Background: an optimization exercise with open tools, aiming at small area. Do not read the settings as production practice.
The RTL was checked by simulation tests, not by an equivalence proof against the original design.
In every run shown here, the design's own scripts or RTL, not TritonCTS, make the clock network.
The clock port is modelled as an ideal driver, which makes a skipped or thinned clock tree look cheaper than it is; a real chip needs a root buffer or a tree.
Power and IR drop assume default switching activity.

**flow/config.mk**
```make
export PLATFORM = sky130hd
export DESIGN_NAME = TopGlove
export DESIGN_NICKNAME = TopGlove
export VERILOG_FILES = /design/flow/design.v
export SDC_FILE = /design/flow/constraint.sdc
export NUM_CORES = 4
export LEC_CHECK = 0
export CAP_MARGIN = 20
export CORE_MARGIN = 2
export CORE_UTILIZATION = 40
export CTS_BUF_LIST = sky130_fd_sc_hd__clkbuf_8
export SLEW_MARGIN = 20
```
**flow/design.v**
```verilog
module DebouncePulse (
    input  clk,
    input  in,
    output out
);
    reg [3:0] s;
    always @(posedge clk) begin
        s[0] <= in & (~s[1] | s[2]);
        s[1] <= in & ~s[2];
        s[2] <= in & (s[2] ^ s[3]);
        s[3] <= in & ~s[0];
    end
    assign out = s[0] & s[1] & s[2];
endmodule
module UART (
    input        rst,
    input        clk,
    input        pop,       
    input  [2:0] code,      
    output       ready,
    output       tx
);
    reg [13:0] v;
    wire baud = (v == 14'h0E53);
    always @(posedge clk) begin
        if (rst)       v <= 14'd0;
        else if (baud) v <= 14'd1;
        else           v <= {v[12:0], ~(v[13] ^ v[12])};
    end
    reg [3:0] u;
    reg [2:0] cd;
    always @(posedge clk) begin
        if (rst) u <= 4'd0;
        else case (u)
            4'd0:  if (pop) u <= 4'd1;
            4'd1:  u <= 4'd2;
            4'd2:  if (baud) u <= 4'd3;
            4'd3:  if (baud) u <= 4'd4;
            4'd4:  if (baud) u <= 4'd5;
            4'd5:  if (baud) u <= 4'd6;
            4'd6:  if (baud) u <= 4'd7;
            4'd7:  if (baud) u <= 4'd8;
            4'd8:  if (baud) u <= 4'd9;
            4'd9:  if (baud) u <= 4'd10;
            4'd10: if (baud) u <= 4'd11;
            4'd11: if (baud) u <= 4'd12;
            default: u <= 4'd0;
        endcase
        if (u == 4'd0 && pop) cd <= code;
    end
    assign ready = (u == 4'd0) | (u == 4'd1);
    wire [3:0] d = (cd == 3'd5) ? 4'd8 : {1'b0, cd};
    reg txr;
    always @* case (u)
        4'd3:  txr = 1'b0;           
        4'd4:  txr = d[0];
        4'd5:  txr = d[1];
        4'd6:  txr = d[2];
        4'd7:  txr = d[3];
        4'd8, 4'd9, 4'd10, 4'd11: txr = 1'b0;
        default: txr = 1'b1;         
    endcase
    assign tx = txr;
endmodule
module PmodGYRO (
	input rst,
	input clk,
	output reg cs,
	output     sclk,
	output reg mosi,
	input      miso,
	output [15:0] data_x,
	output [15:0] data_y,
	output [15:0] data_z,
	output        valid,
	output        update
);
	reg [19:0] c;
	reg  [2:0] b;
	reg  [1:0] ph;
	reg [47:0] sr;
	reg [47:0] xyz;
	reg        vld;
	wire run = &ph;
	wire fin = run ? (&b) : b[1];
	wire e   = c[3] & c[0] & (fin ? c[19] : c[7]);
	wire carry = &c[7:0];
	always @(posedge clk) begin
		if (rst) begin
			c  <= 20'h80009;
			b  <= 3'd7;
			ph <= 2'd0;
		end else begin
			c[18:8] <= c[18:8] + {10'd0, carry};
			if (e) begin
				c[7:0] <= 8'd9;
				c[19]  <= 1'b0;
				if (fin) begin
					b <= 3'd0;
					if (!run && !b[2]) ph <= ph + 2'd1;
				end else
					b <= b + 3'd1;
			end else begin
				c[7:0] <= c[7:0] + 8'd1;
				c[19]  <= c[19] | (carry & (&c[18:8]));
			end
		end
	end
	always @(posedge clk)
		cs <= rst | (fin & (cs | ~c[0]));
	wire load = run & fin & ~cs & c[0];
	assign update = run & fin & ~cs & ~c[0];
	reg nb;
	wire [2:0] bi = run ? ((b == 3'd0) ? 3'd4 : 3'd5) : {1'b0, ph + b[1:0]};
	always @* case ({bi, c[6:4]})
		6'd2: nb = 1'b1;
		6'd12: nb = 1'b1;
		6'd13: nb = 1'b1;
		6'd14: nb = 1'b1;
		6'd15: nb = 1'b1;
		6'd18: nb = 1'b1;
		6'd21: nb = 1'b1;
		6'd27: nb = 1'b1;
		6'd32: nb = 1'b1;
		6'd33: nb = 1'b1;
		6'd34: nb = 1'b1;
		6'd36: nb = 1'b1;
		default: nb = 1'b0;
	endcase
	always @(posedge clk) begin
		if (rst)
			mosi <= 1'b0;
		else if (!fin && c[3:0] == 4'd15)
			mosi <= nb;
	end
	assign sclk = fin | c[3];
	always @(posedge clk)
		if (c[3:0] == 4'd7)
			sr <= {sr[46:0], miso};
	always @(posedge clk) begin
		if (load)
			xyz <= {sr[7:0], sr[15:8], sr[23:16], sr[31:24], sr[39:32], sr[47:40]};
		if (rst)
			vld <= 1'b0;
		else if (load)
			vld <= 1'b1;
	end
	assign data_z = xyz[47:32];
	assign data_y = xyz[31:16];
	assign data_x = xyz[15:0];
	assign valid  = vld;
endmodule
module TopGlove (
    input clk,
    input rst,
    input [1:0] sw,
    input btn_up,
    input btn_down,
    input btn_left,
    input btn_center,
    output gyro_cs,
    output gyro_sclk,
    output gyro_mosi,
    input  gyro_miso,
    output reg [15:0] LED,
    input       master_rts,
    output      master_rx,
    input       master_tx,
    output      master_cts
);
    wire up_p, down_p, left_p, center_p;
    DebouncePulse db_up(.clk(clk), .in(btn_up), .out(up_p));
    DebouncePulse db_down(.clk(clk), .in(btn_down), .out(down_p));
    DebouncePulse db_left(.clk(clk), .in(btn_left), .out(left_p));
    DebouncePulse db_center(.clk(clk), .in(btn_center), .out(center_p));
    assign master_cts = 0;
    wire [15:0] data_x, data_y, data_z;
    wire valid, update;
    PmodGYRO pgyro0 (
        .rst   (rst),
        .clk   (clk),
        .cs    (gyro_cs),
        .sclk  (gyro_sclk),
        .mosi  (gyro_mosi),
        .miso  (gyro_miso),
        .data_x(data_x),
        .data_y(data_y),
        .data_z(data_z),
        .valid (valid),
        .update(update)
    );
    reg [2:0] buffer [0:3];
    reg [1:0] head, tail;
    reg       tb;       
    wire ready;
    wire pop = ready && !master_rts && head != tail;
    UART master (
        .rst  (rst),
        .clk  (clk),
        .pop  (pop),
        .code (buffer[head]),
        .ready(ready),
        .tx   (master_rx)
    );
    wire notfull = (tail == 2'd3) || (tail + 2'd1 != head);
    wire [4:0] g = tb ? data_z[15:11] : data_y[15:11];
    wire g_neg = g[4] & ~&g[3:0];    
    wire g_pos = ~g[4] & |g[3:1];    
    reg       push;
    reg [2:0] wcode;
    always @* begin
        push = 1'b1;
        if (left_p)        wcode = 3'd4;
        else if (center_p) wcode = 3'd5;
        else if (up_p)     wcode = 3'd6;
        else if (down_p)   wcode = 3'd7;
        else begin
            wcode = {1'b0, ~tb, g_pos};
            push  = update & (g_neg | g_pos);
        end
    end
    always @(posedge clk) begin
        if (notfull && push)
            buffer[tail] <= wcode;
        if (rst) begin
            head <= 0;
            tail <= 0;
            tb   <= 0;
        end else begin
            if (pop)
                head <= head + 1;
            if (notfull && push)
                tail <= tail + 1;
            if (!notfull)
                tb <= 0;
            else if (!(left_p | center_p | up_p | down_p) && update)
                tb <= ~tb;
        end
    end
    wire sel_x = valid & ~sw[1] & ~sw[0];
    wire sel_y = valid & ~sw[1] & sw[0];
    wire sel_z = valid & sw[1];
    always @*
        LED = ({16{sel_x}} & data_x) | ({16{sel_y}} & data_y) | ({16{sel_z}} & data_z);
endmodule
```
**flow/flow/area.abc**
```
strash
dc2
dch -f
amap -m
topo
mfs3 -aez
topo
```
**flow/constraint.sdc**
```tcl
create_clock -name core_clock -period 10.0 [get_ports {clk}]
set_input_delay 2.0000 -clock core_clock [delete_from_list [all_inputs] [get_ports {clk}]]
set_output_delay 2.0000 -clock core_clock [all_outputs]
set_load 0.01 [all_outputs]
```
**flow/flow/cts_tree.tcl**
```tcl
# Sourced before CTS (PRE_CTS_TCL). Replaces TritonCTS with a two-level
# clock tree: the flip-flops are split by recursive median bisection into
# groups of at most CTS_TREE_MAX_SINKS, each group is driven by a leaf
# buffer at its centre, and one root buffer, driven by the clock port,
# drives the leaf buffers. All flip-flops are two buffers from the port.
rename clock_tree_synthesis __triton_clock_tree_synthesis

proc cts_tree_bisect {pts maxn} {
  set n [llength $pts]
  if {$n <= $maxn} { return [list $pts] }
  set xs {}; set ys {}
  foreach p $pts { lappend xs [lindex $p 0]; lappend ys [lindex $p 1] }
  set dx [expr {[tcl::mathfunc::max {*}$xs] - [tcl::mathfunc::min {*}$xs]}]
  set dy [expr {[tcl::mathfunc::max {*}$ys] - [tcl::mathfunc::min {*}$ys]}]
  set k [expr {$dx >= $dy ? 0 : 1}]
  set s [lsort -integer -index $k $pts]
  set g [expr {($n + $maxn - 1) / $maxn}]
  set g1 [expr {$g / 2}]
  set cut [expr {int(round(double($n) * $g1 / $g))}]
  return [concat [cts_tree_bisect [lrange $s 0 [expr {$cut - 1}]] $maxn] \
                 [cts_tree_bisect [lrange $s $cut end] $maxn]]
}

proc cts_tree_place {inst x y} {
  set m [$inst getMaster]
  $inst setLocation [expr {int($x - [$m getWidth] / 2)}] [expr {int($y - [$m getHeight] / 2)}]
  $inst setPlacementStatus PLACED
}

proc clock_tree_synthesis {args} {
  set db [ord::get_db]
  set block [ord::get_db_block]
  set clk [$block findNet $::env(CTS_TREE_NET)]
  set pts {}
  foreach it [$clk getITerms] {
    set bb [[$it getInst] getBBox]
    lappend pts [list [expr {([$bb xMin] + [$bb xMax]) / 2}] \
                      [expr {([$bb yMin] + [$bb yMax]) / 2}] $it]
  }
  set groups [cts_tree_bisect $pts $::env(CTS_TREE_MAX_SINKS)]
  set leafm [$db findMaster $::env(CTS_TREE_LEAF)]
  set rootm [$db findMaster $::env(CTS_TREE_ROOT)]
  set rootnet [odb::dbNet_create $block clknet_root]
  $rootnet setSigType CLOCK
  set i 0; set sx 0.0; set sy 0.0
  foreach grp $groups {
    set cx 0.0; set cy 0.0
    foreach p $grp { set cx [expr {$cx + [lindex $p 0]}]; set cy [expr {$cy + [lindex $p 1]}] }
    set cx [expr {$cx / [llength $grp]}]; set cy [expr {$cy / [llength $grp]}]
    set net [odb::dbNet_create $block clknet_leaf_$i]
    $net setSigType CLOCK
    foreach p $grp {
      set it [lindex $p 2]
      $it disconnect
      $it connect $net
    }
    set buf [odb::dbInst_create $block $leafm clkbuf_leaf_$i]
    [$buf findITerm A] connect $rootnet
    [$buf findITerm X] connect $net
    cts_tree_place $buf $cx $cy
    puts "cts_tree: leaf $i drives [llength $grp] sinks at ([expr {int($cx)}], [expr {int($cy)}])"
    set sx [expr {$sx + $cx}]; set sy [expr {$sy + $cy}]
    incr i
  }
  set root [odb::dbInst_create $block $rootm clkbuf_root]
  [$root findITerm A] connect $clk
  [$root findITerm X] connect $rootnet
  cts_tree_place $root [expr {$sx / $i}] [expr {$sy / $i}]
  puts "cts_tree: root drives $i leaf buffers"
  global_connect
  set_propagated_clock [all_clocks]
}
```
**flow/standard.sh**
```bash
#!/bin/bash
# synth_recipe.tcl (not shown) runs the flow's synth.tcl, then flattens the netlist and writes it again
# the make line also repeats each setting of config.mk as NAME=value (left out here)
make -C /OpenROAD-flow-scripts/flow DESIGN_CONFIG=/design/flow/config.mk WORK_HOME=/design/flow/orfs CLKGATE_MAP_FILE= SYNTH_SCRIPT=/design/flow/synth_recipe.tcl "${@:-finish}"
```
**flow/flow/run.sh**
```bash
#!/bin/bash
# The standard layout, with these changes:
#  - synthesis maps logic with an area-oriented ABC script (flow/area.abc)
#    in place of ORFS's speed script; everything else in synthesis is as
#    standard.sh runs it;
#  - port buffers are sky130_fd_sc_hd__buf_1;
#  - the clock tree is built by flow/cts_tree.tcl (a root buffer driving
#    leaf buffers of at most CTS_TREE_MAX_SINKS flip-flops each) in place
#    of TritonCTS.
# Each tool's output goes to the ORFS logs under orfs/logs and to standard.log.
set -euo pipefail
export CTS_TREE_NET=clk CTS_TREE_MAX_SINKS=18 CTS_TREE_LEAF=sky130_fd_sc_hd__clkbuf_8 CTS_TREE_ROOT=sky130_fd_sc_hd__clkbuf_4
W=$(pwd)
sed "s#^  log_cmd abc {\*}\$abc_args#  set abc_args [lreplace \$abc_args 1 1 $W/flow/area.abc]\n  log_cmd abc {*}\$abc_args#" \
  "$FLOW_HOME/scripts/synth.tcl" > "$W/synth_area.tcl"
sed "s#source \$::env(SCRIPTS_DIR)/synth.tcl#source $W/synth_area.tcl#" synth_recipe.tcl > "$W/synth_recipe_area.tcl"
bash standard.sh "SYNTH_SCRIPT=$W/synth_recipe_area.tcl" \
  "BUFFER_PORTS_ARGS=-buffer_cell sky130_fd_sc_hd__buf_1" \
  "PRE_CTS_TCL=$W/flow/cts_tree.tcl" \
  "CTS_ARGS=-sink_clustering_enable -repair_clock_nets -dont_use_dummy_load -buf_list sky130_fd_sc_hd__clkbuf_8" \
  finish > standard.log 2>&1
```
==> summary.txt, run 1 <==
Min path
  • Worst Hold Class: reg -> reg

Yosys
  • Yosys Warn Count: 4
  • Cell area after synthesis: 6460 um^2
  • Syn Inst Count: 497
  • Number of flops mapped to enable cells by yosys: 111
  • Synthesized Nets: 522
  • Netlist cell types: 39
  • Seq cells post-synth: 178
  • Ys flop type: edfxtp_1
  • Syn Area/Cell: 13.0 um^2
  • Synth async-reset ratio: 0
  • Register area share after synthesis: 0.724

Finish
  • Area taken by multi-input logic gates: 1580 um^2
  • Layout filler cell count: 1471
  • Share of layout cells above drive strength 1: 0.0333
  • Layout net count: 567
  • Area grow syn2layout: 8.91%
  • Storage cell area: 4670 um^2
  • Final cell count without fillers: 757

Placed design
  • Placed insts: 745
  • PortBufs: 29
  • Post-DP HPWL: 6.96 mm
  • Gpl congestion: 0.804

GRT
  • All-Layer GR Usage: 0.123
  • Global route overflow: 0
  • Vias in the first global route: 3705
  • Antenna violations before repair: 1
  • Largest net degree at the start of global routing: 50
  • First-pass GRT wire length: 17.4 mm

Timing
  • Max-slew headroom: 0.289
  • Fin crit share: 0.554
  • Worst-Margin Slew: 1070 ps
  • Finish-stage setup viols: 0
  • Setup TNS: 0 ps
  • Max-slew violations: 0
  • Tmin final: 5540 ps
  • Max Clock Freq: 180 MHz
  • Unrepaired setup endpoints after global routing: false
  • Final hold viol count: 0
  • Hold Slack: 421 ps
  • Final Skew: 13.1 ps

CTS
  • Hold_buf cts: 0
  • Post-cts repair resize count: 0
  • Clock latency on the worst-skew pair: 540 ps
  • Post-CTS Setup Bufs: 0
  • Clk pin slew, worst setup/hold paths: 100 ps

Floorplan
  • Initial Util: 0.408
  • Die Wd: 131 um
  • DIE AREA: 17200 um^2
  • Row cnt: 46
  • I/O pins: 32
  • Chip Height: 131 um
  • Core area: 15800 um^2

Routing
  • Vias per std cell: 5.03
  • Residual DRC: 0
  • DR WL/cell: 14.1 um
  • Via count: 3805
  • DR iter-0 viols: 331
  • Pre-Repair DR Iteration Count: 6
  • Antenna Nets Post-Route: 0
  • Routed wire length: 10.7 mm

Worst setup path
  • WP data required: 8000 ps
  • R2R Setup Slk: 7410 ps
  • Critical path startpoint category: primary input
  • Worst Setup End Kind: output port
  • CP Max Fanout: 16
  • WS Path Type: in -> out
  • Critical Path AT: 3540 ps

Power and ir drop
  • Power Total: 1.27 mW
  • Pwr Density: 180 nW/um^2
  • Lkg Pwr: 2.27 nW
  • Max IR drop VDD: 0.0000936 V

Flow run
  • # Max-Cap Violations: 0

Run status
  • Status: finished clean
synthesized netlist by cell type, drive strengths merged (2+ instances only):
cell	instances	area (um^2)
edfxtp	111	3330
dfxtp	67	1340
nor2	62	233
clkinv	61	229
a21oi	24	120
nand2	20	75.1
o21ai	19	95.1
a222oi	16	160
a211oi	14	105
ha	14	175
nor2b	14	87.6
and2	8	50.1
nand3	7	35.0
nor3	7	35.0
a22oi	5	37.5
a31oi	5	31.3
and3	5	31.3
o22ai	5	31.3
a221oi	4	35.0
or2	4	25.0
nor4	3	18.8
a31o	2	17.5
nand2b	2	12.5
nand4	2	12.5
xnor2	2	17.5
worst paths after layout:
| path | startpoint | end | depth (start not counted) |
|---|---|---|---|
| max | sw[1] | LED[0] | 5 |
| min | db_up.s[0] | db_up.s[3] | 1 |
| max reg2reg | pgyro0.c[0] | pgyro0.c[18] | 15 |
| min reg2reg | db_up.s[0] | db_up.s[3] | 1 |
worst max-delay path, stage by stage:
cell,delay [ps]
buf_1,180
and2_0,870
a222oi_1,250
clkinv_1,90
buf_1,150
where the power goes:
| group | leakage (nW) | total [mW] | switching, mW | internal, mW |
|---|---|---|---|---|
| Sequential | 1.55 | 0.832 | 0.0278 | 0.804 |
| Clock | 0.0765 | 0.293 | 0.199 | 0.0935 |
| Combinational | 0.645 | 0.142 | 0.0895 | 0.0526 |
cells in the final DEF (no fill, tap or decap), types with 2 or more instances in the layout:
cell,n
nor2_4,2
buf_4,4
nand3_1,7
a222oi_1,16
dfxtp_1,67
buf_1,29
and3_1,5
nand4_1,2
and2_0,8
xnor2_1,2
a31o_1,2
nor3_1,7
o21ai_0,19
a31oi_1,5
nor4_1,3
nand2_1,20
clkbuf_8,10
edfxtp_1,111
a22oi_1,5
a21oi_1,24
nor2b_1,14
ha_1,14
a211oi_1,14
or2_0,4
clkinv_1,61
a221oi_1,4
nor2_1,60
nand2b_1,2
o22ai_1,5
state kept, by name (all words and copies together), names as in the netlist, 12 cells and up:
name / flops
buffer: 12
master.v: 14
pgyro0.c: 20
pgyro0.sr: 48
pgyro0.xyz: 48
through the flow:
| step | setup WS (ps) | instance area [um^2] | util |
|---|---|---|---|
| finish | 4460 | 7040 | 0.445 |
| CTS | 4470 | 7030 | 0.444 |
| floorplan | 4660 | 6460 | - |
| global placement | 4370 | 6880 | 0.435 |
| global route | 4320 | 7030 | 0.444 |
| detailed placement | 4480 | 6890 | 0.435 |
per-layer routing:
metal | wire length, um | vias to the layer above | GRT usage
li1 | - | 1895 | -
met1 | 5060 | 1826 | 0.168
met2 | 5020 | 63 | 0.212
met3 | 384 | 21 | 0.0138
met4 | 242 | 0 | 0.0307
met5 | 0 | - | 0
logic make-up (layout without fill, tap and decap cells):
family          count (synthesis)  after routing  synth area share
xor+xnor                        3              3           0.00407
fa+ha+maj                      14             14            0.0271
flops                         178            178             0.724
buf+inv                        62            105            0.0366
simple gates                  135            135            0.0965
compound gates                104            104             0.112
other cells                     1              2          0.000581
final cells by class:
class                   count  area share
diodes                      1    0.000356
inverters                  61      0.0325
repair buffers             33      0.0197
flip-flops and latches    178       0.664
multi-input cells         257       0.224
plain buffers              11      0.0206
well taps                 216      0.0384
==> run 2: changes to the inputs <==
--- a/flow/design.v
+++ b/flow/design.v
@@ -4,10 +4,11 @@
     output out
 );
-    reg [3:0] s;
-    always @(posedge clk) begin
-        s[0] <= in & (~s[1] | s[2]);
-        s[1] <= in & ~s[2];
-        s[2] <= in & (s[2] ^ s[3]);
-        s[3] <= in & ~s[0];
+    reg  [3:0] t;
+    wire [3:0] s = t ^ 4'b1011;
+    always @(posedge clk) begin
+        t[0] <= ~(in & (~s[1] | s[2]));
+        t[1] <= ~(in & ~s[2]);
+        t[2] <=   in & (s[2] ^ s[3]);
+        t[3] <= ~(in & ~s[0]);
     end
     assign out = s[0] & s[1] & s[2];
@@ -21,30 +22,38 @@
     output       tx
 );
-    reg [13:0] v;
+    localparam [13:0] PV = 14'h0008;    
+    reg  [13:0] vt;
+    wire [13:0] v = vt ^ PV;
     wire baud = (v == 14'h0E53);
     always @(posedge clk) begin
-        if (rst)       v <= 14'd0;
-        else if (baud) v <= 14'd1;
-        else           v <= {v[12:0], ~(v[13] ^ v[12])};
-    end
-    reg [3:0] u;
-    reg [2:0] cd;
-    always @(posedge clk) begin
-        if (rst) u <= 4'd0;
+        if (rst)       vt <= 14'd0 ^ PV;
+        else if (baud) vt <= 14'd1 ^ PV;
+        else           vt <= {v[12:0], ~(v[13] ^ v[12])} ^ PV;
+    end
+    localparam [3:0] PU = 4'h1;          
+    reg  [3:0] ut;
+    wire [3:0] u = ut ^ PU;
+    reg  [3:0] u_n;
+    reg  [2:0] cd;
+    always @* begin
+        if (rst) u_n = 4'd0;
         else case (u)
-            4'd0:  if (pop) u <= 4'd1;
-            4'd1:  u <= 4'd2;
-            4'd2:  if (baud) u <= 4'd3;
-            4'd3:  if (baud) u <= 4'd4;
-            4'd4:  if (baud) u <= 4'd5;
-            4'd5:  if (baud) u <= 4'd6;
-            4'd6:  if (baud) u <= 4'd7;
-            4'd7:  if (baud) u <= 4'd8;
-            4'd8:  if (baud) u <= 4'd9;
-            4'd9:  if (baud) u <= 4'd10;
-            4'd10: if (baud) u <= 4'd11;
-            4'd11: if (baud) u <= 4'd12;
-            default: u <= 4'd0;
+            4'd0:  u_n = pop ? 4'd1 : 4'd0;
+            4'd1:  u_n = 4'd2;
+            4'd2:  u_n = baud ? 4'd3 : 4'd2;
+            4'd3:  u_n = baud ? 4'd4 : 4'd3;
+            4'd4:  u_n = baud ? 4'd5 : 4'd4;
+            4'd5:  u_n = baud ? 4'd6 : 4'd5;
+            4'd6:  u_n = baud ? 4'd7 : 4'd6;
+            4'd7:  u_n = baud ? 4'd8 : 4'd7;
+            4'd8:  u_n = baud ? 4'd9 : 4'd8;
+            4'd9:  u_n = baud ? 4'd10 : 4'd9;
+            4'd10: u_n = baud ? 4'd11 : 4'd10;
+            4'd11: u_n = baud ? 4'd12 : 4'd11;
+            default: u_n = 4'd0;
         endcase
+    end
+    always @(posedge clk) begin
+        ut <= u_n ^ PU;
         if (u == 4'd0 && pop) cd <= code;
     end
@@ -76,7 +85,13 @@
 	output        update
 );
-	reg [19:0] c;
-	reg  [2:0] b;
-	reg  [1:0] ph;
+	localparam [19:0] PC = 20'h00810;
+	localparam [2:0]  PB = 3'h0;
+	localparam [1:0]  PP = 2'h0;
+	reg [19:0] ct;
+	reg  [2:0] bt;
+	reg  [1:0] pt;
+	wire [19:0] c  = ct ^ PC;
+	wire  [2:0] b  = bt ^ PB;
+	wire  [1:0] ph = pt ^ PP;
 	reg [47:0] sr;
 	reg [47:0] xyz;
@@ -86,24 +101,35 @@
 	wire e   = c[3] & c[0] & (fin ? c[19] : c[7]);
 	wire carry = &c[7:0];
-	always @(posedge clk) begin
+	reg [19:0] c_n;
+	reg  [2:0] b_n;
+	reg  [1:0] ph_n;
+	always @* begin
+		c_n  = c;
+		b_n  = b;
+		ph_n = ph;
 		if (rst) begin
-			c  <= 20'h80009;
-			b  <= 3'd7;
-			ph <= 2'd0;
+			c_n  = 20'h80009;
+			b_n  = 3'd7;
+			ph_n = 2'd0;
 		end else begin
-			c[18:8] <= c[18:8] + {10'd0, carry};
+			c_n[18:8] = c[18:8] + {10'd0, carry};
 			if (e) begin
-				c[7:0] <= 8'd9;
-				c[19]  <= 1'b0;
+				c_n[7:0] = 8'd9;
+				c_n[19]  = 1'b0;
 				if (fin) begin
-					b <= 3'd0;
-					if (!run && !b[2]) ph <= ph + 2'd1;
+					b_n = 3'd0;
+					if (!run && !b[2]) ph_n = ph + 2'd1;
 				end else
-					b <= b + 3'd1;
+					b_n = b + 3'd1;
 			end else begin
-				c[7:0] <= c[7:0] + 8'd1;
-				c[19]  <= c[19] | (carry & (&c[18:8]));
+				c_n[7:0] = c[7:0] + 8'd1;
+				c_n[19]  = c[19] | (carry & (&c[18:8]));
 			end
 		end
+	end
+	always @(posedge clk) begin
+		ct <= c_n ^ PC;
+		bt <= b_n ^ PB;
+		pt <= ph_n ^ PP;
 	end
 	always @(posedge clk)
--- a/flow/config.mk
+++ b/flow/config.mk
@@ -6,7 +6,7 @@
 export NUM_CORES = 4
 export LEC_CHECK = 0
-export CAP_MARGIN = 20
+export CAP_MARGIN = 0
 export CORE_MARGIN = 2
 export CORE_UTILIZATION = 40
 export CTS_BUF_LIST = sky130_fd_sc_hd__clkbuf_8
-export SLEW_MARGIN = 20
+export SLEW_MARGIN = 0
==> run 2 against run 1 <==
  * Still clean on timing, DRC and antenna
  * Combinational power decreased by 21%
  * Clock skew shrank 3.0 ps
  * Utilization shrank 0.28 points
  * Sequential power shrank 1%
  * Global-route usage barely moved
  * Hold slack got worse by 26 ps
  * Die area decreased by 1.4%
  * Clock power down 2%
  * Critical path depth stayed put
  * Largest cell class unchanged
  * Largest power group unchanged
  * Highest routed layer unchanged
==> summary.txt, run 2 <==
Timing
  • Max-slew violations: 0
  • Tmin final: 5490 ps
  • Worst-Margin Slew: 1030 ps
  • Unrepaired setup endpoints after global routing: false
  • Max-slew headroom: 0.316
  • Final hold viol count: 0
  • Fin crit share: 0.549
  • Setup TNS: 0 ps
  • Final Skew: 10.1 ps
  • Finish-stage setup viols: 0
  • Max Clock Freq: 182 MHz
  • Hold Slack: 395 ps

CTS
  • Post-CTS Setup Bufs: 0
  • Post-cts repair resize count: 0
  • Clock latency on the worst-skew pair: 510 ps
  • Hold_buf cts: 0
  • Clk pin slew, worst setup/hold paths: 100 ps

GRT
  • First-pass GRT wire length: 17.2 mm
  • All-Layer GR Usage: 0.123
  • Antenna violations before repair: 1
  • Largest net degree at the start of global routing: 50
  • Vias in the first global route: 3731
  • Global route overflow: 0

Worst setup path
  • WP data required: 8000 ps
  • WS Path Type: in -> out
  • Critical Path AT: 3490 ps
  • RR Startpoint: pgyro0.pt[0]
  • CP Max Fanout: 16
  • Worst Setup SP: sw[1]
  • Critical path startpoint category: primary input
  • Worst Setup End Kind: output port

Placed design
  • Post-DP HPWL: 6.94 mm
  • Gpl congestion: 0.766
  • PortBufs: 29
  • Post-DP Area: 6790 um^2

Power and ir drop
  • Max IR drop VDD: 0.0000969 V
  • Power Total: 1.22 mW
  • Lkg Pwr: 2.26 nW
  • Pwr Density: 176 nW/um^2

Floorplan
  • Core area: 15700 um^2
  • Die Wd: 130 um
  • Initial Util: 0.405
  • I/O pins: 32
  • DIE AREA: 16900 um^2
  • Chip Height: 130 um
  • Row cnt: 46

Yosys
  • Synth async-reset ratio: 0
  • Yosys Warn Count: 4
  • Synthesized Nets: 498
  • Post-synth top cells: edfxtp_1, dfxtp_1, clkinv_1
  • Ys flop type: edfxtp_1
  • Syn Area/Cell: 13.5 um^2
  • Top post-synthesis cells by area: edfxtp_1, dfxtp_1, clkinv_1, ha_1, nor2_1
  • Cell with the most instances after synthesis: edfxtp_1
  • Cell area after synthesis: 6360 um^2
  • Seq cells post-synth: 178
  • Register area share after synthesis: 0.735
  • Syn Inst Count: 473
  • Number of flops mapped to enable cells by yosys: 111
  • Yosys top cell by area: edfxtp_1
  • Netlist cell types: 37
  • Yosys top cell area share: 0.524

Routing
  • Via count: 3668
  • Pre-Repair DR Iteration Count: 5
  • Routed wire length: 10.6 mm
  • DR iter-0 viols: 280
  • DR WL/cell: 14.4 um
  • Residual DRC: 0
  • Antenna Nets Post-Route: 0
  • Vias per std cell: 5.00

Min path
  • Worst Hold Class: reg -> reg
  • Hold wc startpoint: db_left.t[0]

Flow run
  • # Max-Cap Violations: 0

Finish
  • Area grow syn2layout: 9.06%
  • Fin area: 6940 um^2
  • Commonest cells after routing, fill and taps aside: edfxtp_1, dfxtp_1, clkinv_1
  • Layout filler cell count: 1435
  • Commonest non-fill, non-tap cell in the layout: edfxtp_1
  • Share of layout cells above drive strength 1: 0.0368
  • Layout net count: 544
  • Top Registers: pgyro0.sr (48), pgyro0.xyz (48), pgyro0.ct (20)

Run status
  • Status: finished clean
run 2: cell count changes in the layout (fill, tap and decap cells not counted), sizes merged, moves of 5 or more:
cell | before | now
a211oi | 14 | 4
nor2b | 14 | 9
o221ai | 1 | 6
nor3 | 7 | 17
nor2 | 62 | 46
clkinv | 61 | 48
run 2: routing by layer:
metal  GRT usage  part of all wire  vias to the layer above  wire length [um]
li1            -                 -                     1853                 -
met1       0.157              0.47                     1743              4930
met2       0.224              0.48                       55              5090
met3      0.0176             0.034                       17               364
met4      0.0247             0.020                        0               214
met5           0                 0                        -                 0
run 2: where the power goes:
part | internal [mW] | switching (mW)
combinational | 0.0416 | 0.0701
sequential | 0.801 | 0.0230
clock | 0.0937 | 0.194
run 2: cells by family after synthesis:
logic type | after synthesis | share of synthesized area
buffers and inverters | 49 | 0.0295
AO/OA/AOI/OAI | 98 | 0.106
adder cells (fa/ha/maj) | 14 | 0.0275
flip-flops | 178 | 0.735
XOR/XNOR | 2 | 0.00275
other | 1 | 0.000589
multiplexers | 1 | 0.00157
AND/OR/NAND/NOR | 130 | 0.0979
run 2: worst paths after layout:
check        slack [ps]  cells after the start           end
min                 390                      1  db_left.t[3]
max                4510                      5       LED[14]
max reg2reg        7380                      9  pgyro0.pt[1]
min reg2reg         390                      1  db_left.t[3]
run 2: final cells by class:
| class | instances | area [um^2] | area share |
|---|---|---|---|
| Inverter | 48 | 180 | 0.0260 |
| Timing Repair Buffer | 34 | 146 | 0.0211 |
| Tap cell | 216 | 270 | 0.0389 |
| Antenna cell | 1 | 2.50 | 0.000361 |
| Buffer | 11 | 145 | 0.0209 |
| Sequential cell | 178 | 4670 | 0.674 |
| Multi-Input combinational cell | 246 | 1520 | 0.219 |
run 2: per-stage QoR:
step / cells / utilization / worst slack (ps)
after detailed placement: 722 / 0.432 / 4470
after floorplan: 473 / - / 4670
after CTS: 733 / 0.442 / 4470
after global routing: 733 / 0.442 / 4360
final: 734 / 0.442 / 4510
after global placement: 722 / 0.432 / 4460
run 2: critical path, cell delays in order:
cell and delay, ps:
buf_1 180, and2_0 840, a222oi_1 240, clkinv_1 90
buf_1 150
==> run 3: changes to the inputs <==
--- a/flow/config.mk
+++ b/flow/config.mk
@@ -6,7 +6,7 @@
 export NUM_CORES = 4
 export LEC_CHECK = 0
-export CAP_MARGIN = 0
+export CAP_MARGIN = 20
 export CORE_MARGIN = 2
 export CORE_UTILIZATION = 40
 export CTS_BUF_LIST = sky130_fd_sc_hd__clkbuf_8
-export SLEW_MARGIN = 0
+export SLEW_MARGIN = 20
==> run 3 against run 2 <==
  * Still clean
  * Die area is the same
  * Combinational power about the same
  * Hold slack did not move
  * Clock skew did not move
  * Final cell count unchanged
  * Synthesized area unchanged
  * Register-to-register slack hardly changed
  * Critical path type unchanged
==> summary.txt, run 3 <==
Routing
  • DR iter-0 viols: 280
  • Residual DRC: 0
  • DR WL/cell: 14.4 um
  • Pre-Repair DR Iteration Count: 5
  • Vias per std cell: 5.00
  • Via count: 3668
  • Antenna Nets Post-Route: 0
  • Routed wire length: 10.6 mm

Yosys
  • Post-synth top cells: edfxtp_1, dfxtp_1, clkinv_1
  • Seq cells post-synth: 178
  • Cell area after synthesis: 6360 um^2
  • Ys flop type: edfxtp_1
  • Yosys Warn Count: 4
  • Yosys top cell area share: 0.524
  • Number of flops mapped to enable cells by yosys: 111
  • Synthesized Nets: 498
  • Netlist cell types: 37
  • Synth async-reset ratio: 0
  • Syn Inst Count: 473
  • Register area share after synthesis: 0.735
  • Yosys top cell by area: edfxtp_1
  • Cell with the most instances after synthesis: edfxtp_1
  • Top post-synthesis cells by area: edfxtp_1, dfxtp_1, clkinv_1, ha_1, nor2_1
  • Syn Area/Cell: 13.5 um^2

Timing
  • Finish-stage setup viols: 0
  • Setup TNS: 0 ps
  • Max-slew headroom: 0.316
  • Max Clock Freq: 182 MHz
  • Final hold viol count: 0
  • Max-slew violations: 0
  • Unrepaired setup endpoints after global routing: false
  • Final Skew: 10.1 ps
  • Fin crit share: 0.549
  • Tmin final: 5490 ps
  • Worst-Margin Slew: 1030 ps
  • Setup WS post-layout: 4510 ps

Power and ir drop
  • Lkg Pwr: 2.26 nW
  • Max IR drop VDD: 0.0000969 V
  • Pwr Density: 176 nW/um^2

Finish
  • Commonest non-fill, non-tap cell in the layout: edfxtp_1
  • Layout net count: 544
  • Area grow syn2layout: 9.06%
  • Top Registers: pgyro0.sr (48), pgyro0.xyz (48), pgyro0.ct (20)
  • Share of layout cells above drive strength 1: 0.0368
  • Commonest cells after routing, fill and taps aside: edfxtp_1, dfxtp_1, clkinv_1
  • Area taken by multi-input logic gates: 1520 um^2
  • Storage cell area: 4670 um^2
  • Layout filler cell count: 1435

Worst setup path
  • WS Path Type: in -> out
  • RR Startpoint: pgyro0.pt[0]
  • Worst Setup End Kind: output port
  • End of the critical path: LED[14]
  • Critical path startpoint category: primary input
  • FF-to-FF End: pgyro0.pt[1]
  • Worst Setup SP: sw[1]
  • WP data required: 8000 ps
  • R2R Setup Slk: 7380 ps
  • Critical Path AT: 3490 ps
  • CP Max Fanout: 16
  • FF-to-FF path depth: 9

Floorplan
  • DIE AREA: 16900 um^2
  • Chip Height: 130 um
  • Row cnt: 46
  • Initial Util: 0.405
  • Die Wd: 130 um
  • I/O pins: 32
  • Core area: 15700 um^2

GRT
  • First-pass GRT wire length: 17.2 mm
  • Antenna violations before repair: 1
  • Grt met3 use: 0.0176
  • Met2 usage: 0.224
  • GR peak layer: met2
  • Global route overflow: 0
  • All-Layer GR Usage: 0.123
  • Largest net degree at the start of global routing: 50
  • Vias in the first global route: 3731
  • GRT met1 Usage: 0.157

Placed design
  • Pre-CTS setup slack: 4470 ps
  • PortBufs: 29
  • Post-DP HPWL: 6.94 mm
  • Gpl congestion: 0.766

Flow run
  • # Max-Cap Violations: 0

CTS
  • Post-cts repair resize count: 0
  • Clk pin slew, worst setup/hold paths: 100 ps
  • Clock latency on the worst-skew pair: 510 ps
  • Hold_buf cts: 0
  • Post-CTS Setup Bufs: 0

Min path
  • Worst Hold Class: reg -> reg

Run status
  • Status: finished clean
run 3: cell families (layout without fill, tap and decap cells):
logic type / Yosys count / count (layout) / synth area share
DFF: 178 / 178 / 0.735
and+or+nand+nor: 130 / 130 / 0.0979
AOI/OAI and AO/OA: 98 / 98 / 0.106
buffers and inverters: 49 / 93 / 0.0295
adders and majority gates: 14 / 14 / 0.0275
xor gates and xnor gates: 2 / 2 / 0.00275
other: 1 / 2 / 0.000589
muxes: 1 / 1 / 0.00157
run 3: worst min path at each step:
stage                endpoint           start  slack [ps]  cells past startpoint
3_5_place_dp       db_up.t[3]      db_up.t[0]         370                      1
3_3_place_gp     db_left.t[3]    db_left.t[0]         360                      1
5_1_grt        db_center.t[3]  db_center.t[0]         420                      1
4_1_cts            db_up.t[3]      db_up.t[0]         390                      1
6_report         db_left.t[3]    db_left.t[0]         390                      1
2_1_floorplan  db_center.t[3]  db_center.t[0]         360                      1
run 3: stage by stage:
step	instances	hold slack [ps]	area [um^2]	total power, mW	util
detailed placement	722	369	6790	0.952	0.432
CTS	733	394	6940	1.24	0.442
finish	734	395	6940	1.22	0.442
global placement	722	365	6790	0.945	0.432
floorplan	473	358	6360	0.920	-
global route	733	419	6940	1.29	0.442
run 3: report_power, final:
group / switching (mW) / internal, mW / total, mW / leakage (nW)
Sequential: 0.0230 / 0.801 / 0.824 / 1.55
Clock: 0.194 / 0.0937 / 0.288 / 0.0765
Combinational: 0.0701 / 0.0416 / 0.112 / 0.636
Total: 0.287 / 0.936 / 1.22 / 2.26
run 3: worst max-delay path, stage by stage:
cell and delay (ps):
buf_1 180, and2_0 840, a222oi_1 240, clkinv_1 90, buf_1 150
run 3: per-layer routing:
layer | part of all wire | up-vias
met5 | 0 | -
met3 | 0.034 | 17
met1 | 0.47 | 1743
met2 | 0.48 | 55
met4 | 0.020 | 0
li1 | - | 1853
run 3: final cells by class:
type                            instances  area share
Antenna cell                            1    0.000361
Buffer                                 11      0.0209
Inverter                               48      0.0260
Multi-Input combinational cell        246       0.219
Sequential cell                       178       0.674
Tap cell                              216      0.0389
Timing Repair Buffer                   34      0.0211
==> run 4: changes to the inputs <==
--- a/flow/design.v
+++ b/flow/design.v
@@ -218,4 +218,6 @@
     reg [2:0] buffer [0:3];
     reg [1:0] head, tail;
+    wire [1:0] head_inc = {head[0], ~head[1]};
+    wire [1:0] tail_inc = {tail[0], ~tail[1]};
     reg       tb;       
     wire ready;
@@ -229,5 +231,5 @@
         .tx   (master_rx)
     );
-    wire notfull = (tail == 2'd3) || (tail + 2'd1 != head);
+    wire notfull = (tail == 2'b10) || (tail_inc != head);
     wire [4:0] g = tb ? data_z[15:11] : data_y[15:11];
     wire g_neg = g[4] & ~&g[3:0];    
@@ -255,7 +257,7 @@
         end else begin
             if (pop)
-                head <= head + 1;
+                head <= head_inc;
             if (notfull && push)
-                tail <= tail + 1;
+                tail <= tail_inc;
             if (!notfull)
                 tb <= 0;
==> run 4 against run 3 <==
  * Largest cell class unchanged
  * Die area fell by 0.19%
  * Global-route usage rose by 0.58 points
  * Register-to-register slack got worse by 90 ps
  * Maximum frequency rose by 0.20%
  * Synthesized area fell by 0.20%
  * Critical path type unchanged
  * Still clean
  * Total power rose by 0.87%
  * Largest power group unchanged
  * First-iteration DRC count fell by 2.9%
  * Sequential share of layout area rose by 0.16 points
  * Routed wire length rose by 2.4%
  * Combinational power rose by 4%
==> summary.txt, run 4 <==
Flow run
  • # Max-Cap Violations: 0

Routing
  • Antenna Nets Post-Route: 0
  • DR iter-0 viols: 272
  • DR WL/cell: 14.7 um
  • Pre-Repair DR Iteration Count: 5
  • Routed length on met1: 4.95 mm
  • Via count: 3753
  • Highest routed layer: met5
  • Vias per std cell: 5.09
  • Routed length on met3: 306 um
  • Met2 wire length: 5.32 mm
  • Residual DRC: 0
  • Routed wire length: 10.8 mm

Finish
  • Top Registers: pgyro0.sr (48), pgyro0.xyz (48), pgyro0.ct (20)
  • Layout net count: 545
  • Final core area utilization: 0.441
  • Fin area: 6920 um^2
  • Commonest non-fill, non-tap cell in the layout: edfxtp_1
  • Ant diodes: 0
  • Area grow syn2layout: 9.02%
  • Share of layout cells above drive strength 1: 0.0345
  • Layout filler cell count: 1434
  • Commonest cells after routing, fill and taps aside: edfxtp_1, dfxtp_1, clkinv_1
  • Final cell count without fillers: 738

Placed design
  • Post-DP Area: 6770 um^2
  • PortBufs: 29
  • Gpl congestion: 0.789
  • Placed insts: 727
  • Post-DP HPWL: 7.03 mm

Timing
  • Tmin final: 5480 ps
  • Max Clock Freq: 182 MHz
  • Final hold viol count: 0
  • Worst-Margin Slew: 1020 ps
  • Max-slew headroom: 0.318
  • Fin crit share: 0.548
  • Setup TNS: 0 ps
  • Final Skew: 12.2 ps
  • Finish-stage setup viols: 0
  • Unrepaired setup endpoints after global routing: false
  • Max-slew violations: 0

CTS
  • Post-cts repair resize count: 0
  • Clk pin slew, worst setup/hold paths: 90 ps
  • Hold_buf cts: 0
  • Clock latency on the worst-skew pair: 550 ps
  • Post-CTS Setup Bufs: 0

Floorplan
  • DIE AREA: 16900 um^2
  • Die Wd: 130 um
  • Chip Height: 130 um
  • Row cnt: 46
  • I/O pins: 32
  • Core area: 15700 um^2
  • Initial Util: 0.404

Worst setup path
  • FF-to-FF End: buffer[2][2]
  • FF-to-FF path depth: 10
  • R2R Setup Slk: 7290 ps
  • Worst Setup End Kind: output port
  • Critical Path AT: 3480 ps
  • WS Path Type: in -> out
  • WP data required: 8000 ps
  • RR Startpoint: tb
  • CP Max Fanout: 16
  • Critical path startpoint category: primary input

GRT
  • Vias in the first global route: 3670
  • Largest net degree at the start of global routing: 50
  • Antenna violations before repair: 1
  • First-pass GRT wire length: 17.9 mm
  • All-Layer GR Usage: 0.129
  • Global route overflow: 0

Yosys
  • Yosys Warn Count: 4
  • Syn Inst Count: 479
  • Cell area after synthesis: 6350 um^2
  • Post-synth top cells: edfxtp_1, dfxtp_1, nor2_1
  • Yosys top cell by area: edfxtp_1
  • Syn Area/Cell: 13.3 um^2
  • Register area share after synthesis: 0.736
  • Synthesized Nets: 500
  • Number of flops mapped to enable cells by yosys: 111
  • Netlist cell types: 40
  • Cell with the most instances after synthesis: edfxtp_1
  • Top post-synthesis cells by area: edfxtp_1, dfxtp_1, nor2_1, clkinv_1, a222oi_1
  • Ys flop type: edfxtp_1
  • Synth async-reset ratio: 0
  • Seq cells post-synth: 178
  • Yosys top cell area share: 0.525

Min path
  • Hold wc startpoint: db_center.t[0]
  • Hold path cells: 1
  • Worst Hold Class: reg -> reg
  • Hold endpoint: db_center.t[3]

Power and ir drop
  • Lkg Pwr: 2.25 nW
  • Power Total: 1.23 mW
  • Max IR drop VDD: 0.0000957 V
  • Pwr Density: 178 nW/um^2

Run status
  • Status: finished clean
-- run 4: cell types whose count changed in the layout (fill, tap and decap cells not counted), sizes merged, moves of 3 or more --
cell / previous run / this run
o21ai: 23 / 20
nor2: 46 / 52
o221ai: 6 / 3
nand2: 22 / 27
ha: 14 / 10
clkinv: 48 / 51
a21oi: 22 / 18
-- run 4: cell families after synthesis --
family | after synthesis | share of synthesized area
buffers and inverters | 52 | 0.0313
AND/OR/NAND/NOR | 142 | 0.105
AO/OA/AOI/OAI | 93 | 0.103
XOR/XNOR | 2 | 0.00276
multiplexers | 1 | 0.00158
other | 1 | 0.000590
adder cells (fa/ha/maj) | 10 | 0.0197
flip-flops | 178 | 0.736
-- run 4: layout make-up --
cell class,count,area (um^2),share of cell area
sequential,178,4670,0.675
multi-input combinational,249,1500,0.217
tap,216,270,0.0390
inverter,51,191,0.0276
buffer,11,145,0.0210
timing repair buffer,33,139,0.0201
-- run 4: worst max path at each step --
stage	start	to	slack (ps)	cells after the start
5_1_grt	sw[1]	LED[14]	4340	5
4_1_cts	sw[1]	LED[13]	4290	5
6_report	sw[1]	LED[13]	4520	5
2_1_floorplan	sw[1]	LED[13]	4660	3
3_3_place_gp	sw[0]	LED[13]	4320	5
3_5_place_dp	sw[1]	LED[13]	4290	5
-- run 4: power by group --
| group | internal (mW) | switching (mW) | leakage [nW] |
|---|---|---|---|
| Combinational | 0.0437 | 0.0724 | 0.626 |
| Sequential | 0.802 | 0.0254 | 1.54 |
| Clock | 0.0933 | 0.197 | 0.0765 |
| Total | 0.939 | 0.294 | 2.25 |
-- run 4: critical path, cell delays in order --
cell and delay [ps]:
buf_1 170, and2_0 830, a222oi_1 250, clkinv_1 90, buf_1 150
-- run 4: metrics by stage --
step                      setup WS, ps  hold slack, ps
after floorplan                   4660             358
after global placement            4320             365
after detailed placement          4290             367
after CTS                         4290             400
after global routing              4340             415
final                             4520             394
-- run 4: per-layer routing --
layer  up-vias  track usage
li1       1862            -
met1      1813        0.173
met2        58        0.232
met3        18       0.0103
met4         2       0.0240
met5         -            0
==> run 5: changes to the inputs <==
==> flow/flow/area.abc (replaced) <==
strash
dc2
dch -f
amap -m
topo
mfs3 -aez
topo
strash
dch -f
amap -m
topo
mfs3 -aez
topo
strash
dch -f
amap -m
topo
mfs3 -aez
topo
strash
dch -f
amap -m
topo
mfs3 -aez
topo
strash
dch -f
amap -m
topo
mfs3 -aez
topo
==> run 5 against run 4 <==
  * Still clean
  * Final cell count fell by 0.95%
  * Flip-flop and latch count did not move
  * Synthesized area fell by 0.47%
  * Utilization rose by 0.93 points
  * Global-route usage fell by 0.46 points
  * Routed wire length fell by 2.0%
  * Critical path depth did not move
  * Die area fell by 0.45%
  * Clock power barely moved
  * Critical path type unchanged
==> summary.txt, run 5 <==
GRT
  • Largest net degree at the start of global routing: 50
  • All-Layer GR Usage: 0.124
  • Vias in the first global route: 3593
  • Global route overflow: 0
  • Antenna violations before repair: 0
  • First-pass GRT wire length: 17.2 mm

Yosys
  • Synthesized Nets: 496
  • Yosys Warn Count: 4
  • Synth Area in Compound Gates: 0.108
  • Cell with the most instances after synthesis: edfxtp_1
  • Syn Inst Count: 475
  • Largest family of logic cells by synthesized area: compound AO/OA/AOI/OAI gates
  • Synth async-reset ratio: 0
  • Post-Synth XOR/XNOR Area: 0
  • Post-synth top cells: edfxtp_1, dfxtp_1, nor2_1
  • Cell area after synthesis: 6320 um^2
  • Mux cell area share after synthesis: 0.00158
  • Number of flops mapped to enable cells by yosys: 111
  • Register area share after synthesis: 0.740
  • Top post-synthesis cells by area: edfxtp_1, dfxtp_1, nor2_1, clkinv_1, a222oi_1
  • Seq cells post-synth: 178
  • Simple-gate share of the synthesized area: 0.0996
  • Netlist cell types: 39
  • Syn Area/Cell: 13.3 um^2
  • Adder and majority gate portion of the synthesized area: 0.0198
  • Yosys top cell area share: 0.527
  • Ys flop type: edfxtp_1
  • Yosys top cell by area: edfxtp_1

Finish
  • Share of layout cells above drive strength 1: 0.0366
  • Area taken by multi-input logic gates: 1470 um^2
  • Layout net count: 542
  • Commonest cells after routing, fill and taps aside: edfxtp_1, dfxtp_1, nor2_1
  • Storage cell area: 4670 um^2
  • Layout filler cell count: 1407
  • Top Registers: pgyro0.sr (48), pgyro0.xyz (48), pgyro0.ct (20)
  • Commonest non-fill, non-tap cell in the layout: edfxtp_1
  • Area grow syn2layout: 9.03%
  • Fin area: 6890 um^2

Floorplan
  • DIE AREA: 16800 um^2
  • Die Wd: 130 um
  • Initial Util: 0.413
  • I/O pins: 32
  • Chip Height: 130 um
  • Row cnt: 45
  • Core area: 15300 um^2

Timing
  • Final Skew: 15.3 ps
  • Finish-stage setup viols: 0
  • Max-slew headroom: 0.328
  • Max Clock Freq: 183 MHz
  • Tmin final: 5450 ps
  • Max-slew violations: 0
  • Worst-Margin Slew: 1010 ps
  • Unrepaired setup endpoints after global routing: false
  • Final hold viol count: 0
  • Fin crit share: 0.545
  • Setup TNS: 0 ps

Routing
  • Via count: 3700
  • Pre-Repair DR Iteration Count: 5
  • Vias per std cell: 5.06
  • Routed wire length: 10.6 mm
  • Residual DRC: 0
  • DR WL/cell: 14.5 um
  • Antenna Nets Post-Route: 0
  • DR iter-0 viols: 268

Power and ir drop
  • Flop pwr share: 0.669
  • Pwr Density: 179 nW/um^2
  • Clock network power share: 0.236
  • Net Switching: 0.297 mW
  • P_int: 0.939 mW
  • Max IR drop VDD: 0.0000967 V
  • Logic pwr share: 0.095
  • Lkg Pwr: 2.21 nW
  • Switching Fraction: 0.241

CTS
  • Hold_buf cts: 0
  • Clock latency on the worst-skew pair: 540 ps
  • Clk pin slew, worst setup/hold paths: 100 ps
  • Post-cts repair resize count: 0
  • Post-CTS Setup Bufs: 0

Placed design
  • Gpl congestion: 0.802
  • Post-DP Area: 6740 um^2
  • PortBufs: 29
  • Post-DP HPWL: 6.75 mm

Run status
  • Status: finished clean

Worst setup path
  • WS Path Type: in -> out
  • Critical Path AT: 3450 ps
  • CP Max Fanout: 16
  • FF-to-FF path depth: 10
  • R2R Setup Slk: 7200 ps
  • WP data required: 8000 ps
  • Worst Setup End Kind: output port
  • Critical path startpoint category: primary input

Min path
  • Worst Hold Class: reg -> reg
  • Hold path cells: 1

Flow run
  • # Max-Cap Violations: 0
## run 5: changes by cell type after synthesis, sizes merged, moves of 3 or more
cell and change:
o22ai +6, a211oi +3, a221oi -3, and3 -3, nand3 -3, nor2b -3, o21ai -3
## run 5: logic make-up after synthesis
group,count (synthesis)
muxes,1
adders and majority gates,10
AOI/OAI and AO/OA,98
buffers and inverters,51
and+or+nand+nor,136
other,1
DFF,178
## run 5: cell type report
cell class | count | share of cell area
inverter | 50 | 0.0272
tap | 211 | 0.0383
antenna | 1 | 0.000363
buffer | 11 | 0.0211
timing repair buffer | 34 | 0.0212
multi-input combinational | 246 | 0.214
sequential | 178 | 0.678
## run 5: routing by layer
metal / GRT usage / vias up / share of wire / wire [um]
met3: 0.0103 / 17 / 0.034 / 362
li1: - / 1851 / - / -
met2: 0.217 / 64 / 0.47 / 5030
met5: 0 / - / 0 / 0
met4: 0.0259 / 0 / 0.023 / 247
met1: 0.171 / 1768 / 0.47 / 4990
## run 5: metrics by stage
stage               std cells  total power, mW   util  worst slack (ps)  hold slack [ps]
floorplan                 475            0.926      -              4660              358
global placement          719            0.953  0.440              4510              365
detailed placement        719            0.960  0.440              4500              374
CTS                       730             1.25  0.450              4500              397
global route              730             1.30  0.450              4380              406
finish                    731             1.24  0.450              4550              392
## run 5: power groups by stage
stage / Clock (mW) / Combinational (mW) / Sequential (mW)
final: 0.292 / 0.117 / 0.828
after global routing: 0.329 / 0.137 / 0.831
after CTS: 0.305 / 0.118 / 0.828
after detailed placement: 0 / 0.116 / 0.845
after global placement: 0 / 0.110 / 0.842
after floorplan: 0 / 0.0877 / 0.838
## run 5: worst paths after layout
path,start,endpoint
hold reg to reg,db_down.t[0],db_down.t[3]
setup / recovery,sw[1],LED[14]
setup reg to reg,pgyro0.bt[0],buffer[2][1]
hold / removal,db_down.t[0],db_down.t[3]
## run 5: worst max-delay path: stages
cell and delay [ps]:
buf_1 110, and2_0 520, a222oi_1 500, clkinv_1 170, buf_1 160
==> run 6: changes to the inputs <==
--- a/flow/design.v
+++ b/flow/design.v
@@ -22,5 +22,5 @@
     output       tx
 );
-    localparam [13:0] PV = 14'h0008;    
+    localparam [13:0] PV = 14'h000a;    
     reg  [13:0] vt;
     wire [13:0] v = vt ^ PV;
@@ -85,11 +85,12 @@
 	output        update
 );
-	localparam [19:0] PC = 20'h00810;
+	localparam [16:0] PC = 17'h00000;
 	localparam [2:0]  PB = 3'h0;
 	localparam [1:0]  PP = 2'h0;
-	reg [19:0] ct;
+	reg [16:0] ct;
 	reg  [2:0] bt;
 	reg  [1:0] pt;
-	wire [19:0] c  = ct ^ PC;
+	reg        fin;
+	wire [16:0] c  = ct ^ PC;
 	wire  [2:0] b  = bt ^ PB;
 	wire  [1:0] ph = pt ^ PP;
@@ -97,39 +98,42 @@
 	reg [47:0] xyz;
 	reg        vld;
-	wire run = &ph;
-	wire fin = run ? (&b) : b[1];
-	wire e   = c[3] & c[0] & (fin ? c[19] : c[7]);
-	wire carry = &c[7:0];
-	reg [19:0] c_n;
+	wire run  = &ph;
+	wire last = run ? (b == 3'd6) : (b == 3'd1);    
+	wire e    = c[3] & c[0] & (fin ? b[2] : c[7]);
+	reg [16:0] c_n;
 	reg  [2:0] b_n;
 	reg  [1:0] ph_n;
+	reg        fin_n;
 	always @* begin
-		c_n  = c;
-		b_n  = b;
-		ph_n = ph;
+		c_n   = c;
+		b_n   = b;
+		ph_n  = ph;
+		fin_n = fin;
 		if (rst) begin
-			c_n  = 20'h80009;
-			b_n  = 3'd7;
-			ph_n = 2'd0;
+			c_n   = 17'd11;
+			b_n   = 3'd4;
+			ph_n  = 2'd0;
+			fin_n = 1'b1;
+		end else if (e) begin
+			c_n = 17'd9;
+			if (fin) begin
+				b_n   = 3'd0;
+				fin_n = 1'b0;
+				if (!run && !c[1]) ph_n = ph + 2'd1;
+			end else if (last) begin
+				b_n   = 3'd0;
+				fin_n = 1'b1;
+			end else
+				b_n = b + 3'd1;
 		end else begin
-			c_n[18:8] = c[18:8] + {10'd0, carry};
-			if (e) begin
-				c_n[7:0] = 8'd9;
-				c_n[19]  = 1'b0;
-				if (fin) begin
-					b_n = 3'd0;
-					if (!run && !b[2]) ph_n = ph + 2'd1;
-				end else
-					b_n = b + 3'd1;
-			end else begin
-				c_n[7:0] = c[7:0] + 8'd1;
-				c_n[19]  = c[19] | (carry & (&c[18:8]));
-			end
+			c_n = c + 17'd1;
+			if (fin && (&c)) b_n = b + 3'd1;
 		end
 	end
 	always @(posedge clk) begin
-		ct <= c_n ^ PC;
-		bt <= b_n ^ PB;
-		pt <= ph_n ^ PP;
+		ct  <= c_n ^ PC;
+		bt  <= b_n ^ PB;
+		pt  <= ph_n ^ PP;
+		fin <= fin_n;
 	end
 	always @(posedge clk)
==> run 6 against run 5 <==
  * Still clean
  * Critical path depth is the same
  * Combinational power increased by 19%
  * Clock skew fell by 3.0 ps
  * Clock power about the same
  * Flip-flop and latch count fell by 2
  * Maximum frequency down 0.46%
  * Final cell count is 3.7% lower
  * Largest power group unchanged
  * Highest routed layer is now met5
==> summary.txt, run 6 <==
Routing
  • Routed wire length: 10.6 mm
  • DR WL/cell: 15.1 um
  • Pre-Repair DR Iteration Count: 5
  • DR iter-0 viols: 292
  • Residual DRC: 0
  • Vias per std cell: 5.27
  • Antenna Nets Post-Route: 0
  • Via count: 3711

Finish
  • Commonest cells after routing, fill and taps aside: edfxtp_1, dfxtp_1, nor2_1
  • Layout net count: 536
  • Top Registers: pgyro0.sr (48), pgyro0.xyz (48), pgyro0.ct (17)
  • Final cell count without fillers: 704
  • Area grow syn2layout: 8.64%
  • Commonest non-fill, non-tap cell in the layout: edfxtp_1
  • Fin area: 6780 um^2
  • Ant diodes: 0
  • Share of layout cells above drive strength 1: 0.0368

Worst setup path
  • Crit path largest cell delay: 880 ps
  • CP Max Fanout: 16
  • Critical Path AT: 3480 ps
  • WP buf/inv: 3
  • FF-to-FF End: pgyro0.bt[2]
  • Critical path's top delay family: simple AND/OR/NAND/NOR gates
  • Crit path cell chain: buf_1, and2_0, a222oi_1, clkinv_1, buf_1
  • Crit path max-delay cell type: and2_0
  • Critical path startpoint category: primary input
  • Cell mode on critical path: buf_1
  • Worst Setup SP: sw[1]
  • Worst Setup End Kind: output port
  • RR Startpoint: pgyro0.ct[0]
  • WP data required: 8000 ps
  • R2R Setup Slk: 6880 ps
  • FF-to-FF path depth: 18
  • WS Path Type: in -> out
  • End of the critical path: LED[14]
  • Levels on crit path: 5

Yosys
  • Yosys top cell area share: 0.534
  • Syn Area/Cell: 13.2 um^2
  • Top post-synthesis cells by area: edfxtp_1, dfxtp_1, nor2_1, clkinv_1, a222oi_1
  • Yosys top cell by area: edfxtp_1
  • Synth async-reset ratio: 0
  • Ys flop type: edfxtp_1
  • Post-synth top cells: edfxtp_1, dfxtp_1, nor2_1
  • Register area share after synthesis: 0.743
  • Synthesized Nets: 490
  • Netlist cell types: 36
  • Cell with the most instances after synthesis: edfxtp_1
  • Cell area after synthesis: 6240 um^2
  • Number of flops mapped to enable cells by yosys: 111
  • Seq cells post-synth: 176
  • Yosys Warn Count: 4
  • Syn Inst Count: 472

Floorplan
  • Initial Util: 0.411
  • I/O pins: 32
  • DIE AREA: 16600 um^2
  • Chip Height: 129 um
  • Row cnt: 45
  • Core area: 15200 um^2
  • Die Wd: 129 um

Timing
  • Max Clock Freq: 183 MHz
  • Final Skew: 12.3 ps
  • Final hold viol count: 0
  • Max-slew headroom: 0.264
  • Unrepaired setup endpoints after global routing: false
  • Max-slew violations: 0
  • Fin crit share: 0.548
  • Tmin final: 5480 ps
  • Hold Slack: 391 ps
  • Finish-stage setup viols: 0
  • Worst-Margin Slew: 1100 ps
  • Setup TNS: 0 ps

Power and ir drop
  • Max IR drop VDD: 0.0000733 V
  • Pwr Density: 186 nW/um^2
  • Lkg Pwr: 2.19 nW

GRT
  • All-Layer GR Usage: 0.126
  • Global route overflow: 0
  • First-pass GRT wire length: 17.3 mm
  • Antenna violations before repair: 1
  • Vias in the first global route: 3575
  • Largest net degree at the start of global routing: 50

CTS
  • Post-CTS Setup Bufs: 0
  • Clock latency on the worst-skew pair: 540 ps
  • Post-cts repair resize count: 0
  • Hold_buf cts: 0
  • Clk pin slew, worst setup/hold paths: 110 ps

Placed design
  • Post-DP Area: 6640 um^2
  • Gpl congestion: 0.804
  • Placed insts: 693
  • PortBufs: 29
  • Post-DP HPWL: 6.82 mm

Min path
  • Worst Hold Class: reg -> reg

Flow run
  • # Max-Cap Violations: 0

Run status
  • Status: finished clean
[run 6: cell count changes after synthesis, sizes merged, moves of 3 or more]
cell    change
nor3        +5
ha          -3
and3        +4
o21ai       +4
a31oi       -4
o22ai       +3
o221ai      -4
[run 6: cell type report]
class / count / area (um^2)
plain buffers: 11 / 145
fillers: 1391 / 8420
inverters: 49 / 184
multi-input cells: 246 / 1440
flip-flops and latches: 176 / 4630
well taps: 188 / 235
repair buffers: 34 / 146
[run 6: worst min path at each step]
stage	startpoint	end	slack, ps	depth (start not counted)
2_1_floorplan	db_center.t[0]	db_center.t[3]	360	1
3_3_place_gp	db_down.t[0]	db_down.t[3]	370	1
3_5_place_dp	master.vt[2]	master.vt[3]	370	1
4_1_cts	master.vt[2]	master.vt[3]	400	1
5_1_grt	master.vt[2]	master.vt[3]	410	1
6_report	master.vt[2]	master.vt[3]	390	1
[run 6: worst reg2reg max path, cell delays in order (launching register included)]
cell      delay [ps]
dfxtp_1          400
ha_1             190
nand2_1          120
nor2_1           240
clkinv_1         130
nor2_1           160
nand2_1           80
nor2_1           160
and3_1           190
and2_0           230
nand3_1          100
and4b_1          290
ha_1             150
a21boi_0         150
clkinv_1         130
nand2_1           70
nor2_1            90
a21oi_1           40
o21ai_0          130
[run 6: kinds of logic (layout without fill, tap and decap cells)]
logic type	count (synthesis)	in the layout	share of synthesized area
flip-flops	176	176	0.743
AND/OR/NAND/NOR	139	139	0.102
AO/OA/AOI/OAI	98	98	0.108
buffers and inverters	50	94	0.0307
adder cells (fa/ha/maj)	7	7	0.0140
other	1	1	0.000601
multiplexers	1	1	0.00160
[run 6: per-stage QoR]
stage,util,setup slack [ps],power [mW]
floorplan,-,4660,0.944
finish,0.446,4520,1.26
detailed placement,0.436,4480,0.985
CTS,0.446,4490,1.27
global placement,0.436,4480,0.979
global route,0.446,4330,1.32
[run 6: where the power goes]
group / leakage, nW / switching [mW] / internal [mW] / total, mW
Clock: 0.0765 / 0.198 / 0.0935 / 0.292
Sequential: 1.53 / 0.0328 / 0.800 / 0.833
Combinational: 0.581 / 0.0889 / 0.0498 / 0.139
Total: 2.19 / 0.320 / 0.944 / 1.26
[run 6: routing by layer]
metal	global-route usage	up-vias	wire (um)
met4	0.0230	2	207
met2	0.213	96	4930
met1	0.179	1753	4940
li1	-	1843	-
met5	0	-	13
met3	0.0137	17	556

-- what the ideal ports hide --
The results above use ideal ports. As a check the final layouts listed here were re-extracted and re-timed, cells and wires unchanged.
Step 1 (the two cells are an assumption about what drives the block):
set clk [get_ports {clk}]
set_driving_cell -lib_cell sky130_fd_sc_hd__clkbuf_16 $clk
set_driving_cell -lib_cell sky130_fd_sc_hd__buf_2 [delete_from_list [all_inputs] $clk]
Step 2 adds t to the input delays and takes it off the output delays; t is the mean of the earliest and latest rising clock arrival at the registers after step 1. Input paths then give back, and output paths get back, about the clock's delay inside the block.
a / b / c = no drivers / after step 1 / after step 2; a / b = the first two.
run	shift t [ns]	setup WS [ns]	hold WS [ns]	cell pins on the clock port's net
run 1	0.563	4.457 / 4.427 / 4.427	0.421 / 0.421 / 0.421	1
run 2	0.544	4.505 / 4.477 / 4.477	0.395 / 0.395 / 0.395	1
run 3	0.544	4.505 / 4.477 / 4.477	0.395 / 0.395 / 0.395	1
run 4	0.571	4.516 / 4.461 / 4.461	0.394 / 0.394 / 0.394	1
run 5	0.560	4.547 / 4.524 / 4.524	0.392 / 0.392 / 0.392	1
run 6	0.561	4.522 / 4.487 / 4.487	0.391 / 0.391 / 0.391	1
After both steps setup and hold are still met in every run listed. The setup slack of run 4, which loses most, moves by -0.055 ns with the drivers and by -0.055 ns with both steps.
